What follows belongs to an exercise in optimizing a design on an open flow for small area and a short achievable clock period; a production flow would make more cautious choices.
Only the layout flow was run in this run; the RTL was not checked for function there.
No activity file was given, so power comes from the tool's default toggle rates.

$ cat flow/run.sh
#!/bin/bash
# synth_recipe.tcl (not shown) runs the flow's synth.tcl, then flattens the netlist and writes it again
# the make line also repeats each setting of config.mk as NAME=value (left out here)
make -C /OpenROAD-flow-scripts/flow DESIGN_CONFIG=/design/flow/config.mk WORK_HOME=/design/flow/orfs CLKGATE_MAP_FILE= SYNTH_SCRIPT=/design/flow/synth_recipe.tcl finish
$ cat flow/config.mk
export PLATFORM = sky130hd
export DESIGN_NAME = adder_top
export DESIGN_NICKNAME = adder_top
export VERILOG_FILES = /design/flow/design.v
export SDC_FILE = /design/flow/constraint.sdc
export NUM_CORES = 4
export LEC_CHECK = 0
export ABC_CLOCK_PERIOD_IN_PS = 1500
export CAP_MARGIN = 20
export CORE_MARGIN = 2
export CORE_UTILIZATION = 40
export PLACE_DENSITY = 0.6
export SETUP_SLACK_MARGIN = 1.0
export SLEW_MARGIN = 20
$ cat flow/constraint.sdc
create_clock -name core_clock -period 3.1 [get_ports {clk}]
set_input_delay 0.6200 -clock core_clock [delete_from_list [all_inputs] [get_ports {clk}]]
set_output_delay 0.6200 -clock core_clock [all_outputs]
set_load 0.01 [all_outputs]
$ cat flow/design.v
module adder_top (
    input         clk,
    input  [63:0] a,
    input  [63:0] b,
    input         cin,
    output [63:0] sum,
    output        cout
);
    reg [63:0] a_q, b_q;
    reg        cin_q;
    reg [63:0] sum_q;
    reg        cout_q;
    wire [63:0] s;
    wire        c;
    Adder #(.WIDTH(64)) u_adder (
        .io_a   (a_q),
        .io_b   (b_q),
        .io_cin (cin_q),
        .io_sum (s),
        .io_cout(c)
    );
    always @(posedge clk) begin
        a_q    <= a;
        b_q    <= b;
        cin_q  <= cin;
        sum_q  <= s;
        cout_q <= c;
    end
    assign sum  = sum_q;
    assign cout = cout_q;
endmodule

module Adder #(
    parameter WIDTH = 64
) (
    input  [WIDTH-1:0] io_a,
    input  [WIDTH-1:0] io_b,
    input              io_cin,
    output [WIDTH-1:0] io_sum,
    output             io_cout
);
wire [WIDTH-1:0] p0 = io_a ^ io_b;
wire [WIDTH-1:0] g0 = io_a & io_b;
wire gc0 = g0[0] | (p0[0] & io_cin);
wire g1_1 = g0[1] | (p0[1] & gc0);
wire g1_3 = g0[3] | (p0[3] & g0[2]);
wire p1_3 = p0[3] & p0[2];
wire g1_5 = g0[5] | (p0[5] & g0[4]);
wire p1_5 = p0[5] & p0[4];
wire g1_7 = g0[7] | (p0[7] & g0[6]);
wire p1_7 = p0[7] & p0[6];
wire g1_9 = g0[9] | (p0[9] & g0[8]);
wire p1_9 = p0[9] & p0[8];
wire g1_11 = g0[11] | (p0[11] & g0[10]);
wire p1_11 = p0[11] & p0[10];
wire g1_13 = g0[13] | (p0[13] & g0[12]);
wire p1_13 = p0[13] & p0[12];
wire g1_15 = g0[15] | (p0[15] & g0[14]);
wire p1_15 = p0[15] & p0[14];
wire g1_17 = g0[17] | (p0[17] & g0[16]);
wire p1_17 = p0[17] & p0[16];
wire g1_19 = g0[19] | (p0[19] & g0[18]);
wire p1_19 = p0[19] & p0[18];
wire g1_21 = g0[21] | (p0[21] & g0[20]);
wire p1_21 = p0[21] & p0[20];
wire g1_23 = g0[23] | (p0[23] & g0[22]);
wire p1_23 = p0[23] & p0[22];
wire g1_25 = g0[25] | (p0[25] & g0[24]);
wire p1_25 = p0[25] & p0[24];
wire g1_27 = g0[27] | (p0[27] & g0[26]);
wire p1_27 = p0[27] & p0[26];
wire g1_29 = g0[29] | (p0[29] & g0[28]);
wire p1_29 = p0[29] & p0[28];
wire g1_31 = g0[31] | (p0[31] & g0[30]);
wire p1_31 = p0[31] & p0[30];
wire g1_33 = g0[33] | (p0[33] & g0[32]);
wire p1_33 = p0[33] & p0[32];
wire g1_35 = g0[35] | (p0[35] & g0[34]);
wire p1_35 = p0[35] & p0[34];
wire g1_37 = g0[37] | (p0[37] & g0[36]);
wire p1_37 = p0[37] & p0[36];
wire g1_39 = g0[39] | (p0[39] & g0[38]);
wire p1_39 = p0[39] & p0[38];
wire g1_41 = g0[41] | (p0[41] & g0[40]);
wire p1_41 = p0[41] & p0[40];
wire g1_43 = g0[43] | (p0[43] & g0[42]);
wire p1_43 = p0[43] & p0[42];
wire g1_45 = g0[45] | (p0[45] & g0[44]);
wire p1_45 = p0[45] & p0[44];
wire g1_47 = g0[47] | (p0[47] & g0[46]);
wire p1_47 = p0[47] & p0[46];
wire g1_49 = g0[49] | (p0[49] & g0[48]);
wire p1_49 = p0[49] & p0[48];
wire g1_51 = g0[51] | (p0[51] & g0[50]);
wire p1_51 = p0[51] & p0[50];
wire g1_53 = g0[53] | (p0[53] & g0[52]);
wire p1_53 = p0[53] & p0[52];
wire g1_55 = g0[55] | (p0[55] & g0[54]);
wire p1_55 = p0[55] & p0[54];
wire g1_57 = g0[57] | (p0[57] & g0[56]);
wire p1_57 = p0[57] & p0[56];
wire g1_59 = g0[59] | (p0[59] & g0[58]);
wire p1_59 = p0[59] & p0[58];
wire g1_61 = g0[61] | (p0[61] & g0[60]);
wire p1_61 = p0[61] & p0[60];
wire g1_63 = g0[63] | (p0[63] & g0[62]);
wire p1_63 = p0[63] & p0[62];
wire g2_2 = g0[2] | (p0[2] & g1_1);
wire g2_3 = g1_3 | (p1_3 & g1_1);
wire g2_6 = g0[6] | (p0[6] & g1_5);
wire p2_6 = p0[6] & p1_5;
wire g2_7 = g1_7 | (p1_7 & g1_5);
wire p2_7 = p1_7 & p1_5;
wire g2_10 = g0[10] | (p0[10] & g1_9);
wire p2_10 = p0[10] & p1_9;
wire g2_11 = g1_11 | (p1_11 & g1_9);
wire p2_11 = p1_11 & p1_9;
wire g2_14 = g0[14] | (p0[14] & g1_13);
wire p2_14 = p0[14] & p1_13;
wire g2_15 = g1_15 | (p1_15 & g1_13);
wire p2_15 = p1_15 & p1_13;
wire g2_18 = g0[18] | (p0[18] & g1_17);
wire p2_18 = p0[18] & p1_17;
wire g2_19 = g1_19 | (p1_19 & g1_17);
wire p2_19 = p1_19 & p1_17;
wire g2_22 = g0[22] | (p0[22] & g1_21);
wire p2_22 = p0[22] & p1_21;
wire g2_23 = g1_23 | (p1_23 & g1_21);
wire p2_23 = p1_23 & p1_21;
wire g2_26 = g0[26] | (p0[26] & g1_25);
wire p2_26 = p0[26] & p1_25;
wire g2_27 = g1_27 | (p1_27 & g1_25);
wire p2_27 = p1_27 & p1_25;
wire g2_30 = g0[30] | (p0[30] & g1_29);
wire p2_30 = p0[30] & p1_29;
wire g2_31 = g1_31 | (p1_31 & g1_29);
wire p2_31 = p1_31 & p1_29;
wire g2_34 = g0[34] | (p0[34] & g1_33);
wire p2_34 = p0[34] & p1_33;
wire g2_35 = g1_35 | (p1_35 & g1_33);
wire p2_35 = p1_35 & p1_33;
wire g2_38 = g0[38] | (p0[38] & g1_37);
wire p2_38 = p0[38] & p1_37;
wire g2_39 = g1_39 | (p1_39 & g1_37);
wire p2_39 = p1_39 & p1_37;
wire g2_42 = g0[42] | (p0[42] & g1_41);
wire p2_42 = p0[42] & p1_41;
wire g2_43 = g1_43 | (p1_43 & g1_41);
wire p2_43 = p1_43 & p1_41;
wire g2_46 = g0[46] | (p0[46] & g1_45);
wire p2_46 = p0[46] & p1_45;
wire g2_47 = g1_47 | (p1_47 & g1_45);
wire p2_47 = p1_47 & p1_45;
wire g2_50 = g0[50] | (p0[50] & g1_49);
wire p2_50 = p0[50] & p1_49;
wire g2_51 = g1_51 | (p1_51 & g1_49);
wire p2_51 = p1_51 & p1_49;
wire g2_54 = g0[54] | (p0[54] & g1_53);
wire p2_54 = p0[54] & p1_53;
wire g2_55 = g1_55 | (p1_55 & g1_53);
wire p2_55 = p1_55 & p1_53;
wire g2_58 = g0[58] | (p0[58] & g1_57);
wire p2_58 = p0[58] & p1_57;
wire g2_59 = g1_59 | (p1_59 & g1_57);
wire p2_59 = p1_59 & p1_57;
wire g2_62 = g0[62] | (p0[62] & g1_61);
wire p2_62 = p0[62] & p1_61;
wire g2_63 = g1_63 | (p1_63 & g1_61);
wire p2_63 = p1_63 & p1_61;
wire g3_4 = g0[4] | (p0[4] & g2_3);
wire g3_5 = g1_5 | (p1_5 & g2_3);
wire g3_6 = g2_6 | (p2_6 & g2_3);
wire g3_7 = g2_7 | (p2_7 & g2_3);
wire g3_12 = g0[12] | (p0[12] & g2_11);
wire p3_12 = p0[12] & p2_11;
wire g3_13 = g1_13 | (p1_13 & g2_11);
wire p3_13 = p1_13 & p2_11;
wire g3_14 = g2_14 | (p2_14 & g2_11);
wire p3_14 = p2_14 & p2_11;
wire g3_15 = g2_15 | (p2_15 & g2_11);
wire p3_15 = p2_15 & p2_11;
wire g3_20 = g0[20] | (p0[20] & g2_19);
wire p3_20 = p0[20] & p2_19;
wire g3_21 = g1_21 | (p1_21 & g2_19);
wire p3_21 = p1_21 & p2_19;
wire g3_22 = g2_22 | (p2_22 & g2_19);
wire p3_22 = p2_22 & p2_19;
wire g3_23 = g2_23 | (p2_23 & g2_19);
wire p3_23 = p2_23 & p2_19;
wire g3_28 = g0[28] | (p0[28] & g2_27);
wire p3_28 = p0[28] & p2_27;
wire g3_29 = g1_29 | (p1_29 & g2_27);
wire p3_29 = p1_29 & p2_27;
wire g3_30 = g2_30 | (p2_30 & g2_27);
wire p3_30 = p2_30 & p2_27;
wire g3_31 = g2_31 | (p2_31 & g2_27);
wire p3_31 = p2_31 & p2_27;
wire g3_36 = g0[36] | (p0[36] & g2_35);
wire p3_36 = p0[36] & p2_35;
wire g3_37 = g1_37 | (p1_37 & g2_35);
wire p3_37 = p1_37 & p2_35;
wire g3_38 = g2_38 | (p2_38 & g2_35);
wire p3_38 = p2_38 & p2_35;
wire g3_39 = g2_39 | (p2_39 & g2_35);
wire p3_39 = p2_39 & p2_35;
wire g3_44 = g0[44] | (p0[44] & g2_43);
wire p3_44 = p0[44] & p2_43;
wire g3_45 = g1_45 | (p1_45 & g2_43);
wire p3_45 = p1_45 & p2_43;
wire g3_46 = g2_46 | (p2_46 & g2_43);
wire p3_46 = p2_46 & p2_43;
wire g3_47 = g2_47 | (p2_47 & g2_43);
wire p3_47 = p2_47 & p2_43;
wire g3_52 = g0[52] | (p0[52] & g2_51);
wire p3_52 = p0[52] & p2_51;
wire g3_53 = g1_53 | (p1_53 & g2_51);
wire p3_53 = p1_53 & p2_51;
wire g3_54 = g2_54 | (p2_54 & g2_51);
wire p3_54 = p2_54 & p2_51;
wire g3_55 = g2_55 | (p2_55 & g2_51);
wire p3_55 = p2_55 & p2_51;
wire g3_60 = g0[60] | (p0[60] & g2_59);
wire p3_60 = p0[60] & p2_59;
wire g3_61 = g1_61 | (p1_61 & g2_59);
wire p3_61 = p1_61 & p2_59;
wire g3_62 = g2_62 | (p2_62 & g2_59);
wire p3_62 = p2_62 & p2_59;
wire g3_63 = g2_63 | (p2_63 & g2_59);
wire p3_63 = p2_63 & p2_59;
wire g4_8 = g0[8] | (p0[8] & g3_7);
wire g4_9 = g1_9 | (p1_9 & g3_7);
wire g4_10 = g2_10 | (p2_10 & g3_7);
wire g4_11 = g2_11 | (p2_11 & g3_7);
wire g4_12 = g3_12 | (p3_12 & g3_7);
wire g4_13 = g3_13 | (p3_13 & g3_7);
wire g4_14 = g3_14 | (p3_14 & g3_7);
wire g4_15 = g3_15 | (p3_15 & g3_7);
wire g4_24 = g0[24] | (p0[24] & g3_23);
wire p4_24 = p0[24] & p3_23;
wire g4_25 = g1_25 | (p1_25 & g3_23);
wire p4_25 = p1_25 & p3_23;
wire g4_26 = g2_26 | (p2_26 & g3_23);
wire p4_26 = p2_26 & p3_23;
wire g4_27 = g2_27 | (p2_27 & g3_23);
wire p4_27 = p2_27 & p3_23;
wire g4_28 = g3_28 | (p3_28 & g3_23);
wire p4_28 = p3_28 & p3_23;
wire g4_29 = g3_29 | (p3_29 & g3_23);
wire p4_29 = p3_29 & p3_23;
wire g4_30 = g3_30 | (p3_30 & g3_23);
wire p4_30 = p3_30 & p3_23;
wire g4_31 = g3_31 | (p3_31 & g3_23);
wire p4_31 = p3_31 & p3_23;
wire g4_40 = g0[40] | (p0[40] & g3_39);
wire p4_40 = p0[40] & p3_39;
wire g4_41 = g1_41 | (p1_41 & g3_39);
wire p4_41 = p1_41 & p3_39;
wire g4_42 = g2_42 | (p2_42 & g3_39);
wire p4_42 = p2_42 & p3_39;
wire g4_43 = g2_43 | (p2_43 & g3_39);
wire p4_43 = p2_43 & p3_39;
wire g4_44 = g3_44 | (p3_44 & g3_39);
wire p4_44 = p3_44 & p3_39;
wire g4_45 = g3_45 | (p3_45 & g3_39);
wire p4_45 = p3_45 & p3_39;
wire g4_46 = g3_46 | (p3_46 & g3_39);
wire p4_46 = p3_46 & p3_39;
wire g4_47 = g3_47 | (p3_47 & g3_39);
wire p4_47 = p3_47 & p3_39;
wire g4_56 = g0[56] | (p0[56] & g3_55);
wire p4_56 = p0[56] & p3_55;
wire g4_57 = g1_57 | (p1_57 & g3_55);
wire p4_57 = p1_57 & p3_55;
wire g4_58 = g2_58 | (p2_58 & g3_55);
wire p4_58 = p2_58 & p3_55;
wire g4_59 = g2_59 | (p2_59 & g3_55);
wire p4_59 = p2_59 & p3_55;
wire g4_60 = g3_60 | (p3_60 & g3_55);
wire p4_60 = p3_60 & p3_55;
wire g4_61 = g3_61 | (p3_61 & g3_55);
wire p4_61 = p3_61 & p3_55;
wire g4_62 = g3_62 | (p3_62 & g3_55);
wire p4_62 = p3_62 & p3_55;
wire g4_63 = g3_63 | (p3_63 & g3_55);
wire p4_63 = p3_63 & p3_55;
wire g5_16 = g0[16] | (p0[16] & g4_15);
wire g5_17 = g1_17 | (p1_17 & g4_15);
wire g5_18 = g2_18 | (p2_18 & g4_15);
wire g5_19 = g2_19 | (p2_19 & g4_15);
wire g5_20 = g3_20 | (p3_20 & g4_15);
wire g5_21 = g3_21 | (p3_21 & g4_15);
wire g5_22 = g3_22 | (p3_22 & g4_15);
wire g5_23 = g3_23 | (p3_23 & g4_15);
wire g5_24 = g4_24 | (p4_24 & g4_15);
wire g5_25 = g4_25 | (p4_25 & g4_15);
wire g5_26 = g4_26 | (p4_26 & g4_15);
wire g5_27 = g4_27 | (p4_27 & g4_15);
wire g5_28 = g4_28 | (p4_28 & g4_15);
wire g5_29 = g4_29 | (p4_29 & g4_15);
wire g5_30 = g4_30 | (p4_30 & g4_15);
wire g5_31 = g4_31 | (p4_31 & g4_15);
wire g5_48 = g0[48] | (p0[48] & g4_47);
wire p5_48 = p0[48] & p4_47;
wire g5_49 = g1_49 | (p1_49 & g4_47);
wire p5_49 = p1_49 & p4_47;
wire g5_50 = g2_50 | (p2_50 & g4_47);
wire p5_50 = p2_50 & p4_47;
wire g5_51 = g2_51 | (p2_51 & g4_47);
wire p5_51 = p2_51 & p4_47;
wire g5_52 = g3_52 | (p3_52 & g4_47);
wire p5_52 = p3_52 & p4_47;
wire g5_53 = g3_53 | (p3_53 & g4_47);
wire p5_53 = p3_53 & p4_47;
wire g5_54 = g3_54 | (p3_54 & g4_47);
wire p5_54 = p3_54 & p4_47;
wire g5_55 = g3_55 | (p3_55 & g4_47);
wire p5_55 = p3_55 & p4_47;
wire g5_56 = g4_56 | (p4_56 & g4_47);
wire p5_56 = p4_56 & p4_47;
wire g5_57 = g4_57 | (p4_57 & g4_47);
wire p5_57 = p4_57 & p4_47;
wire g5_58 = g4_58 | (p4_58 & g4_47);
wire p5_58 = p4_58 & p4_47;
wire g5_59 = g4_59 | (p4_59 & g4_47);
wire p5_59 = p4_59 & p4_47;
wire g5_60 = g4_60 | (p4_60 & g4_47);
wire p5_60 = p4_60 & p4_47;
wire g5_61 = g4_61 | (p4_61 & g4_47);
wire p5_61 = p4_61 & p4_47;
wire g5_62 = g4_62 | (p4_62 & g4_47);
wire p5_62 = p4_62 & p4_47;
wire g5_63 = g4_63 | (p4_63 & g4_47);
wire p5_63 = p4_63 & p4_47;
wire g6_32 = g0[32] | (p0[32] & g5_31);
wire g6_33 = g1_33 | (p1_33 & g5_31);
wire g6_34 = g2_34 | (p2_34 & g5_31);
wire g6_35 = g2_35 | (p2_35 & g5_31);
wire g6_36 = g3_36 | (p3_36 & g5_31);
wire g6_37 = g3_37 | (p3_37 & g5_31);
wire g6_38 = g3_38 | (p3_38 & g5_31);
wire g6_39 = g3_39 | (p3_39 & g5_31);
wire g6_40 = g4_40 | (p4_40 & g5_31);
wire g6_41 = g4_41 | (p4_41 & g5_31);
wire g6_42 = g4_42 | (p4_42 & g5_31);
wire g6_43 = g4_43 | (p4_43 & g5_31);
wire g6_44 = g4_44 | (p4_44 & g5_31);
wire g6_45 = g4_45 | (p4_45 & g5_31);
wire g6_46 = g4_46 | (p4_46 & g5_31);
wire g6_47 = g4_47 | (p4_47 & g5_31);
wire g6_48 = g5_48 | (p5_48 & g5_31);
wire g6_49 = g5_49 | (p5_49 & g5_31);
wire g6_50 = g5_50 | (p5_50 & g5_31);
wire g6_51 = g5_51 | (p5_51 & g5_31);
wire g6_52 = g5_52 | (p5_52 & g5_31);
wire g6_53 = g5_53 | (p5_53 & g5_31);
wire g6_54 = g5_54 | (p5_54 & g5_31);
wire g6_55 = g5_55 | (p5_55 & g5_31);
wire g6_56 = g5_56 | (p5_56 & g5_31);
wire g6_57 = g5_57 | (p5_57 & g5_31);
wire g6_58 = g5_58 | (p5_58 & g5_31);
wire g6_59 = g5_59 | (p5_59 & g5_31);
wire g6_60 = g5_60 | (p5_60 & g5_31);
wire g6_61 = g5_61 | (p5_61 & g5_31);
wire g6_62 = g5_62 | (p5_62 & g5_31);
wire g6_63 = g5_63 | (p5_63 & g5_31);
wire [WIDTH:0] c = {g6_63, g6_62, g6_61, g6_60, g6_59, g6_58, g6_57, g6_56, g6_55, g6_54, g6_53, g6_52, g6_51, g6_50, g6_49, g6_48, g6_47, g6_46, g6_45, g6_44, g6_43, g6_42, g6_41, g6_40, g6_39, g6_38, g6_37, g6_36, g6_35, g6_34, g6_33, g6_32, g5_31, g5_30, g5_29, g5_28, g5_27, g5_26, g5_25, g5_24, g5_23, g5_22, g5_21, g5_20, g5_19, g5_18, g5_17, g5_16, g4_15, g4_14, g4_13, g4_12, g4_11, g4_10, g4_9, g4_8, g3_7, g3_6, g3_5, g3_4, g2_3, g2_2, g1_1, gc0, io_cin};
assign io_sum = p0 ^ c[WIDTH-1:0];
assign io_cout = c[WIDTH];
endmodule
==> results.txt <==
[flip-flops by register name (all words and copies together), names as in the netlist]
name	flops
a_q	64
b_q	64
sum_q	64
cin_q	1
cout_q	1
[cell usage in the layout (no fill, tap or decap), types with 3 or more instances in the layout]
master and n:
clkdlybuf4s50_1 194, nand3_1 12, nor2_1 17, inv_2 5, clkbuf_16 17, a21oi_1 24, nand2b_1 4, o21ai_0 8
o21ai_1 6, buf_4 13, nand4_1 8, o211ai_1 3, buf_6 13, a21oi_2 13, fa_2 6, nand2_1 24
clkbuf_8 3, dfxtp_1 192, nor2b_1 3, xnor2_1 29, o21ai_4 3, a21o_1 11, ha_1 62, clkinv_2 3
inv_1 19, and4_1 4, and3_1 8, a31oi_1 7, o21ai_2 5, xor2_1 20, nor3_1 7
[metrics by stage]
stage | worst slack, ns | hold WS [ns] | total power [mW] | instances
3_3_place_gp | 0.190 | 0.526 | 4.19 | 986
5_1_grt | 0.205 | 0.592 | 6.68 | 1041
3_5_place_dp | 0.0792 | 0.540 | 4.20 | 986
4_1_cts | 0.312 | 0.553 | 6.41 | 1031
2_1_floorplan | 0.563 | 0.514 | 3.52 | 575
6_report | 0.348 | 0.553 | 6.39 | 1041
[worst max-delay path by stage]
stage                    startpoint           endpoint  slack [ns]
floorplan            a_q[0]$_DFF_P_  sum_q[47]$_DFF_P_        0.56
global placement     a_q[0]$_DFF_P_  sum_q[51]$_DFF_P_        0.19
detailed placement   a_q[0]$_DFF_P_  sum_q[51]$_DFF_P_        0.08
CTS                 a_q[37]$_DFF_P_  sum_q[58]$_DFF_P_        0.31
global route          cin_q$_DFF_P_  sum_q[61]$_DFF_P_        0.21
finish                cin_q$_DFF_P_  sum_q[35]$_DFF_P_        0.35
[critical path, delay by kind of cell, from the launching register on]
family / cells / cell delay (ns)
adder cells (fa/ha/maj): 2 / 0.60
buffers and inverters: 5 / 0.50
flip-flops: 1 / 0.33
AND/OR/NAND/NOR: 1 / 0.13
XOR/XNOR: 1 / 0.14
AO/OA/AOI/OAI: 6 / 0.95
[report_power, final]
part | internal [mW] | switching [mW] | total [mW]
Combinational | 0.784 | 0.593 | 1.38
Clock | 1.24 | 0.900 | 2.14
Sequential | 2.78 | 0.0998 | 2.87
[cell usage after synthesis (all sizes together), types with 4 or more instances]
cell type,n,area (sq um)
o21ai,22,114
xnor2,29,254
a221oi,4,35.0
a31oi,7,43.8
nor2,19,73.8
and4,4,35.0
nand2,26,100
inv,24,90.1
a21oi,38,190
nand3,13,77.6
and3,8,50.1
a21o,12,91.3
xor2,20,175
nand2b,5,31.3
fa,7,140
nand4,9,62.6
ha,62,776
or2,4,25.0
o211ai,4,35.0
nor2b,5,31.3
nor3,9,50.1
dfxtp,194,3880
[routing by layer]
layer,up-vias,routed length [um],share of wire,GRT usage
met5,-,0,0,0
met4,0,209,0.013,0.0573
li1,2507,-,-,-
met3,18,741,0.047,0.0435
met1,2260,7100,0.45,0.220
met2,128,7700,0.49,0.293
[what timing repair did]
action	4_1_cts	5_1_grt
pin swaps	27	33
gates resized for setup	34	39
cloned	0	0
setup buffers	15	10
setup endpoints to repair	56	58
[cell families after synthesis]
| logic type | after synthesis |
|---|---|
| DFF | 194 |
| AOI/OAI and AO/OA | 122 |
| and+or+nand+nor | 112 |
| adders and majority gates | 69 |
| xor gates and xnor gates | 49 |
| buffers and inverters | 28 |
| muxes | 1 |
[area by class of cell]
type	instances	area, sq um	share of cell area
tap	220	275	0.0271
clock buffer	21	470	0.0463
sequential	194	3890	0.382
clock inverter	9	108	0.0106
inverter	24	90.1	0.00886
timing repair buffer	220	2190	0.215
multi-input combinational	353	3150	0.310
==> reports/results.ini <==
[cts]
cts_tree=yes
clk_pin_slew_worst_paths_ns=0.06
cts_buffer_depth=2
cts.sinks=194
clkLatencyLatePin_ns=0.43
clockRootBuffer=clkbuf_16
cts_hold_buf=0
cts_buffers=17
htree_num_levels=4

[synthesis]
ys.warnings.count=1
synth_edf_count=0
syn-instance-count=575
synth.ff_latch_count=194
yosys.area_share.simple=0.0903
synthDistinctLibCells=63
yosys.area_share.xor_xnor=0.0631
muxShareOfSynthArea=0.00147
synthAdderAreaFrac=0.135
synth_top_family_by_area=adder cells
seq_area_frac_synth=0.571
syn_area_sq_um=6810
avgSynthCellArea_sq_um=11.8
synth_compound_area_frac=0.124
synth_nets=774
ys.flop_type=dfxtp_1
synthArstFlopShare=0

[placed_design]
placed_area_sq_um=9080
dpl.hpwl_um=11700
portBuffers=194
place_congestion=0.763

[floorplan]
core_sq_um=16600
die_y_um=134
ios=195
die_w_um=134
die_area_sq_um=18100
start_util=0.410
rows=47

[grt]
grt_max_degree=17
grt_pass1_vias=4931
grt_use_total=0.174
grt-ovfl-total=0
grt_pass1_wl_um=24400
antenna_found_initial=0

[worst_setup_path]
end_kind=flip-flop
r2r_end=sum_q[35]$_DFF_P_
slowest_delay_ns=0.37
start_kind=flip-flop
crit_fanout=3
rrSetupSlack_ns=0.35
cp_slowest_cell=fa_2
path_class=flip-flop to flip-flop
crit_chain=inv_2 -> fa_2 -> inv_2 -> fa_2 -> a211oi_4 -> o211ai_2 -> nand3_4 -> buf_4 -> buf_6 -> o21ai_4 -> o21bai_4 -> buf_6 -> o211ai_1 -> a31oi_1 -> xnor2_1
reg2reg_from=cin_q$_DFF_P_
rr_worst_depth=15
arrival_ns=3.07
crit_required_ns=3.41

[routing]
via_per_inst=4.72
drc=0
wl_per_cell_um=15.1
routed_wirelength_um=15800
vias=4913
dr.first_iter.drc_count=191
drtAntennaViolNets=0
drt_first_pass_iters=4

[sta]
drv_slew=0
fmax_mhz=363
final.setup_skew_ns=0.00693
finalSetupViolCount=0
max_slew.worst_pin.slew_ns=0.508
tns_ns=0
fin_crit_ns=2.75
finalCritPeriodShare=0.888
rsz0062_at_grt=yes
max_slew_margin=0.661
finalHoldViolCount=0

[final_layout]
fill_cells=1398
antennaDiodeCount=0
drive_gt1_frac=0.158
design_area_sq_um=10200
area_growth_pct=49.3
nNetsFinal=1009
post-route-util=0.613

[worst_hold_path]
holdCritPathClass=flip-flop to flip-flop
holdPathStages=2
hold_start=b_q[63]$_DFF_P_
hold_end=cout_q$_DFF_P_

[power]
ir_worst_vdd_v=0.000417
p_leak_nw=4.23
p_per_area_nw_per_um2=629

[job]
maxCapViolCount=0

[status]
status=complete, no violations

## static timing again, ports no longer ideal
How much do the figures lean on ideal ports? The routed layout below was timed once more, with nothing changed but the port constraints. Step 1: set_driving_cell puts a clkbuf_16 on clk and a buf_2 on each other input, an assumption about the parent block. Step 2 adds t to the input delays and takes it off the output delays; t is the mean of the earliest and latest rising clock arrival at the registers after step 1. Input paths then give back, and output paths get back, about the clock's delay inside the block. Three values: no drivers, after step 1, after step 2; two values: the first two.
t (ns): 0.466
setup slack, ns: 0.348 / 0.348 / 0.348
worst data-port slew with drivers (ns): 0.07
pins driven straight from the clock port: 1
After both steps setup and hold are still met in this run. The setup slack of this run moves by 0.000 ns with the drivers and by 0.000 ns with both steps.
